What follows belongs to an exercise in optimizing a design on an open flow for small area, a short achievable clock period and few clock cycles per item; a production flow would make more cautious choices. In this exercise RTL edits were held to simulation tests only and were not proved equivalent to the original.

==> 04-11: inputs <==
==> flow/design.v (excerpt) <==
module multi #(parameter N = 32) (a,b,clk,out,load,done);
  input [N-1:0] a,b;
  input clk,load;
  output [2*N-1:0] out;
  output done;
  reg [152:0] r;
  reg dn;
  wire neg0 = b[1];
  wire one0_0, two0_0, ng0_0;
  benc ue0_0 (b[1], b[0], 1'b0, one0_0, two0_0, ng0_0);
  wire one0_1, two0_1, ng0_1;
  benc ue0_1 (b[1], b[0], 1'b0, one0_1, two0_1, ng0_1);
  wire neg1 = b[3];
  wire one1_0, two1_0, ng1_0;
  benc ue1_0 (b[3], b[2], b[1], one1_0, two1_0, ng1_0);
  wire one1_1, two1_1, ng1_1;
  benc ue1_1 (b[3], b[2], b[1], one1_1, two1_1, ng1_1);
  wire neg2 = b[5];
  wire one2_0, two2_0, ng2_0;
  benc ue2_0 (b[5], b[4], b[3], one2_0, two2_0, ng2_0);
  wire one2_1, two2_1, ng2_1;
  benc ue2_1 (b[5], b[4], b[3], one2_1, two2_1, ng2_1);
  wire neg3 = b[7];
  wire one3_0, two3_0, ng3_0;
  benc ue3_0 (b[7], b[6], b[5], one3_0, two3_0, ng3_0);
  wire one3_1, two3_1, ng3_1;
  benc ue3_1 (b[7], b[6], b[5], one3_1, two3_1, ng3_1);
  wire neg4 = b[9];
  wire one4_0, two4_0, ng4_0;
  ...
Settings: LEC_CHECK=0, ABC_AREA=1, CAP_MARGIN=20, CORE_MARGIN=2, CORE_UTILIZATION=50, SETUP_SLACK_MARGIN=0.1, SLEW_MARGIN=20, SYNTH_HIERARCHICAL=1; clock period 4.0 ns.
standard.sh (not shown) runs the stock make flow with config.mk's settings and CLKGATE_MAP_FILE= SYNTH_SCRIPT=/design/flow/synth_recipe.tcl, a recipe that flattens the netlist after the stock synthesis.
==> flow/flow/run.sh <==
#!/bin/bash
# The standard layout (standard.sh, every step from synthesis to finish) with one change:
# the buffers that ORFS's buffer_ports puts on every input and output port are
# sky130_fd_sc_hd__buf_2 instead of the tool's default choice, a slow delay cell
# (clkdlybuf4s50_1) that adds about 0.4 ns to the port paths.
set -euo pipefail
export BUFFER_PORTS_ARGS="-buffer_cell sky130_fd_sc_hd__buf_2"
bash standard.sh > standard.log 2>&1
==> inputs of 03-12, as changes to 04-11 <==
==> flow/run.sh (new file) <==
#!/bin/bash
# synth_recipe.tcl (not shown) runs the flow's synth.tcl, then flattens the netlist and writes it again
# the make line also repeats each setting of config.mk as NAME=value (left out here)
make -C /OpenROAD-flow-scripts/flow DESIGN_CONFIG=/design/flow/config.mk WORK_HOME=/design/flow/orfs CLKGATE_MAP_FILE= SYNTH_SCRIPT=/design/flow/synth_recipe.tcl finish
CORE_UTILIZATION = 57   (was 50)
removed: flow/flow/run.sh
removed: flow/standard.sh
==> inputs of 09-23, as changes to 04-11 <==
--- a/flow/design.v
+++ b/flow/design.v
@@ -6,15 +6,15 @@
 assign add = a + b + cin;
 endmodule
 module multi #(parameter N = 32) (a,b,clk,out,load,done);
   input [N-1:0] a,b;
   input clk,load;
   output [2*N-1:0] out;
   output done;
-  reg [152:0] r;
+  reg [144:0] r;
   reg dn;
   wire neg0 = b[1];
   wire one0_0, two0_0, ng0_0;
   benc ue0_0 (b[1], b[0], 1'b0, one0_0, two0_0, ng0_0);
   wire one0_1, two0_1, ng0_1;
   benc ue0_1 (b[1], b[0], 1'b0, one0_1, two0_1, ng0_1);
   wire neg1 = b[3];
@@ -1520,14 +1520,15 @@
   fa us951 (c834, c726, s835, s951, c952);
   wire s953, c954;
   fa us953 (s837, p15_28, c836, s953, c954);
   wire s955, c956;
   fa us955 (c838, p15_29, s839, s955, c956);
   wire s957, c958;
   fa us957 (p15_30, c840, p14_32, s957, c958);
+  wire [10:0] lo = {1'b0, c854, c852, c850, c848, c846, c844, c842, s841, p0_1, neg0} + {1'b0, s855, s853, s851, s849, s847, s845, s843, p1_0, 1'b0, p0_0};
   always @(posedge clk) begin
     if (load) begin
       dn <= 1'b1;
       r[0] <= s579;
       r[1] <= c758;
       r[2] <= s759;
       r[3] <= s583;
@@ -1611,79 +1612,71 @@
       r[81] <= s687;
       r[82] <= s813;
       r[83] <= c812;
       r[84] <= s691;
       r[85] <= c814;
       r[86] <= s815;
       r[87] <= p15_31;
-      r[88] <= neg0;
-      r[89] <= p0_0;
-      r[90] <= p0_1;
-      r[91] <= s841;
-      r[92] <= p1_0;
-      r[93] <= c842;
-      r[94] <= s843;
-      r[95] <= c844;
-      r[96] <= s845;
-      r[97] <= c846;
-      r[98] <= s847;
-      r[99] <= c848;
-      r[100] <= s849;
-      r[101] <= c850;
-      r[102] <= s851;
-      r[103] <= c852;
-      r[104] <= s853;
-      r[105] <= c854;
-      r[106] <= s855;
-      r[107] <= c856;
-      r[108] <= s857;
-      r[109] <= c858;
-      r[110] <= s859;
-      r[111] <= c860;
-      r[112] <= s861;
-      r[113] <= c862;
-      r[114] <= s863;
-      r[115] <= c864;
-      r[116] <= s865;
-      r[117] <= c866;
-      r[118] <= s867;
-      r[119] <= c868;
-      r[120] <= s869;
-      r[121] <= c870;
-      r[122] <= s871;
-      r[123] <= c872;
-      r[124] <= s873;
-      r[125] <= c874;
-      r[126] <= s933;
-      r[127] <= c934;
-      r[128] <= s935;
-      r[129] <= c936;
-      r[130] <= s937;
-      r[131] <= c938;
-      r[132] <= s939;
-      r[133] <= c940;
-      r[134] <= s941;
-      r[135] <= c942;
-      r[136] <= s943;
-      r[137] <= c944;
-      r[138] <= s945;
-      r[139] <= c946;
-      r[140] <= s947;
-      r[141] <= c948;
-      r[142] <= s949;
-      r[143] <= c950;
-      r[144] <= s951;
-      r[145] <= c952;
-      r[146] <= s953;
-      r[147] <= c954;
-      r[148] <= s955;
-      r[149] <= c956;
-      r[150] <= s957;
-      r[151] <= c958;
-      r[152] <= p15_32;
+      r[88] <= lo[10];
+      r[89] <= lo[0];
+      r[90] <= lo[1];
+      r[91] <= lo[2];
+      r[92] <= lo[3];
+      r[93] <= lo[4];
+      r[94] <= lo[5];
+      r[95] <= lo[6];
+      r[96] <= lo[7];
+      r[97] <= lo[8];
+      r[98] <= lo[9];
+      r[99] <= c856;
+      r[100] <= s857;
+      r[101] <= c858;
+      r[102] <= s859;
+      r[103] <= c860;
+      r[104] <= s861;
+      r[105] <= c862;
+      r[106] <= s863;
+      r[107] <= c864;
+      r[108] <= s865;
+      r[109] <= c866;
+      r[110] <= s867;
+      r[111] <= c868;
+      r[112] <= s869;
+      r[113] <= c870;
+      r[114] <= s871;
+      r[115] <= c872;
+      r[116] <= s873;
+      r[117] <= c874;
+      r[118] <= s933;
+      r[119] <= c934;
+      r[120] <= s935;
+      r[121] <= c936;
+      r[122] <= s937;
+      r[123] <= c938;
+      r[124] <= s939;
+      r[125] <= c940;
+      r[126] <= s941;
+      r[127] <= c942;
+      r[128] <= s943;
+      r[129] <= c944;
+      r[130] <= s945;
+      r[131] <= c946;
+      r[132] <= s947;
+      r[133] <= c948;
+      r[134] <= s949;
+      r[135] <= c950;
+      r[136] <= s951;
+      r[137] <= c952;
+      r[138] <= s953;
+      r[139] <= c954;
+      r[140] <= s955;
+      r[141] <= c956;
+      r[142] <= s957;
+      r[143] <= c958;
+      r[144] <= p15_32;
     end
   end
   wire s875, c876;
   fa us875 (r[2], r[0], r[1], s875, c876);
   wire s877, c878;
   fa us877 (r[5], r[3], r[4], s877, c878);
   wire s879, c880;
@@ -1738,17 +1731,18 @@
   fa us927 (r[80], r[78], r[79], s927, c928);
   wire s929, c930;
   fa us929 (r[83], r[81], r[82], s929, c930);
   wire s931, c932;
   fa us931 (r[86], r[84], r[85], s931, c932);
   wire s959 = ~r[87];
   wire c960 = r[87];
-  wire [2*N-1:0] x0 = {1'b1, c960, r[151], r[149], r[147], r[145], r[143], r[141], r[139], r[137], r[135], r[133], r[131], r[129], r[127], c932, c930, c928, c926, c924, c922, c920, c918, c916, c914, c912, c910, c908, c906, c904, c902, c900, c898, c896, c894, c892, c890, c888, c886, c884, c882, c880, c878, c876, r[125], r[123], r[121], r[119], r[117], r[115], r[113], r[111], r[109], r[107], r[105], r[103], r[101], r[99], r[97], r[95], r[93], r[91], r[90], r[88]};
-  wire [2*N-1:0] x1 = {1'b0, r[152], s959, r[150], r[148], r[146], r[144], r[142], r[140], r[138], r[136], r[134], r[132], r[130], r[128], r[126], s931, s929, s927, s925, s923, s921, s919, s917, s915, s913, s911, s909, s907, s905, s903, s901, s899, s897, s895, s893, s891, s889, s887, s885, s883, s881, s879, s877, s875, r[124], r[122], r[120], r[118], r[116], r[114], r[112], r[110], r[108], r[106], r[104], r[102], r[100], r[98], r[96], r[94], r[92], 1'b0, r[89]};
-  assign out = x0 + x1;
+  wire [2*N-1:0] x0 = {1'b1, c960, r[143], r[141], r[139], r[137], r[135], r[133], r[131], r[129], r[127], r[125], r[123], r[121], r[119], c932, c930, c928, c926, c924, c922, c920, c918, c916, c914, c912, c910, c908, c906, c904, c902, c900, c898, c896, c894, c892, c890, c888, c886, c884, c882, c880, c878, c876, r[117], r[115], r[113], r[111], r[109], r[107], r[105], r[103], r[101], r[99], r[98], r[97], r[96], r[95], r[94], r[93], r[92], r[91], r[90], r[89]};
+  wire [2*N-1:0] x1 = {1'b0, r[144], s959, r[142], r[140], r[138], r[136], r[134], r[132], r[130], r[128], r[126], r[124], r[122], r[120], r[118], s931, s929, s927, s925, s923, s921, s919, s917, s915, s913, s911, s909, s907, s905, s903, s901, s899, s897, s895, s893, s891, s889, s887, s885, s883, s881, s879, s877, s875, r[116], r[114], r[112], r[110], r[108], r[106], r[104], r[102], r[100], 1'b0, 1'b0, 1'b0, 1'b0, 1'b0, 1'b0, 1'b0, 1'b0, 1'b0, 1'b0};
+  assign out[9:0] = x0[9:0];
+  assign out[2*N-1:10] = x0[2*N-1:10] + x1[2*N-1:10] + r[88];
   assign done = dn;
 endmodule
 module benc (input b1, input b0, input bm1, output onen, output twon, output neg);
   assign onen = ~(b0 ^ bm1);
   assign twon = ~((b1 & ~b0 & ~bm1) | (~b1 & b0 & bm1));
   assign neg = b1;
 endmodule
==> flow/flow/run.sh (replaced) <==
#!/bin/bash
# The standard layout (standard.sh, every step from synthesis to finish) with two changes:
# - the buffers that ORFS's buffer_ports puts on every input and output port are
#   sky130_fd_sc_hd__buf_2 instead of the tool's default choice, a slow delay cell
#   (clkdlybuf4s50_1) that adds about 0.4 ns to the port paths;
# - after global routing, ORFS's power recovery (repair_timing -recover_power) downsizes
#   gates on paths that have slack to spare.
set -euo pipefail
export BUFFER_PORTS_ARGS="-buffer_cell sky130_fd_sc_hd__buf_2"
export RECOVER_POWER=100
bash standard.sh > standard.log 2>&1
==> inputs of 06-13, as changes to 04-11 <==
==> flow/run.sh (new file) <==
#!/bin/bash
# synth_recipe.tcl (not shown) runs the flow's synth.tcl, then flattens the netlist and writes it again
# the make line also repeats each setting of config.mk as NAME=value (left out here)
make -C /OpenROAD-flow-scripts/flow DESIGN_CONFIG=/design/flow/config.mk WORK_HOME=/design/flow/orfs CLKGATE_MAP_FILE= SYNTH_SCRIPT=/design/flow/synth_recipe.tcl finish
removed: flow/flow/run.sh
removed: flow/standard.sh
==> summary of the runs <==
- 06-13 ran to the end with no violations. 04-11 completed with no timing, DRC or antenna violations. 03-12 went through all stages and came out clean. 09-23 finished with max-capacitance violations, max-slew violations left.
- Of 03-12 and 04-11, 03-12 has the higher critical path depth (gap 3).
- Sequential cell count: 03-12 is higher than 09-23 (8).
- Against 03-12, the first-iteration DRC count of 09-23 is smaller by 23%.
- Of 04-11 and 09-23, 04-11 has the higher synthesized cell count (gap 5.7%, measured against 09-23).
- Against 06-13, the worst setup slack of 04-11 is lower by 28 ps.
- Sequential share of layout area: 04-11 > 09-23 > 06-13 > 03-12.
- Global-route usage, highest first: 03-12, 06-13, 09-23, 04-11.
- Fmax, lowest first: 03-12, 09-23, 04-11, 06-13.
- Hold slack: 09-23 is better than 06-13 (330 ps).
Testbench counts of 04-11, summed over its fixed seeds: cycles 2,048, items 2,048.
Testbench counts of 03-12, summed over its fixed seeds: cycles 2,048, items 2,048.
Testbench counts of 09-23, summed over its fixed seeds: cycles 2,048, items 2,048.
Testbench counts of 06-13, summed over its fixed seeds: cycles 2,048, items 2,048.

[re-timing with driven ports]
In the flow no input, the clock included, has a driving cell. The finished layouts below were timed again as built, in two steps.
Step 1 sets driving cells, clkbuf_16 on the clock port and buf_2 on the other inputs (assumed; they add their load-dependent delay and slew).
Step 2 moves the port delays by t, midway between the first and last clock arrival at a register: inputs arrive t later, outputs are due t later. That takes back most of the time a late clock gives input paths.
a / b / c = no drivers / after step 1 / after step 2; a / b = the first two.
run | t, ns | setup WS [ns] | worst hold slack (ns) | worst data-port slew with drivers (ns) | cell pins on the clock port's net
04-11 | 0.492 | 0.080 / 0.113 / -0.380 | 0.794 / 0.769 / 1.261 | 0.09 | 1
03-12 | 0.543 | 0.049 / -0.015 / -0.423 | 0.854 / 0.823 / 1.366 | 0.05 | 1
09-23 | 0.491 | 0.068 / 0.095 / -0.397 | 1.080 / 1.047 / 1.265 | 0.11 | 1
06-13 | 0.515 | 0.108 / 0.108 / -0.374 | 0.754 / 0.728 / 1.243 | 0.05 | 1
For 06-13, which loses most, drivers alone change the setup slack by 0.000 ns; drivers and shift together by -0.482 ns.
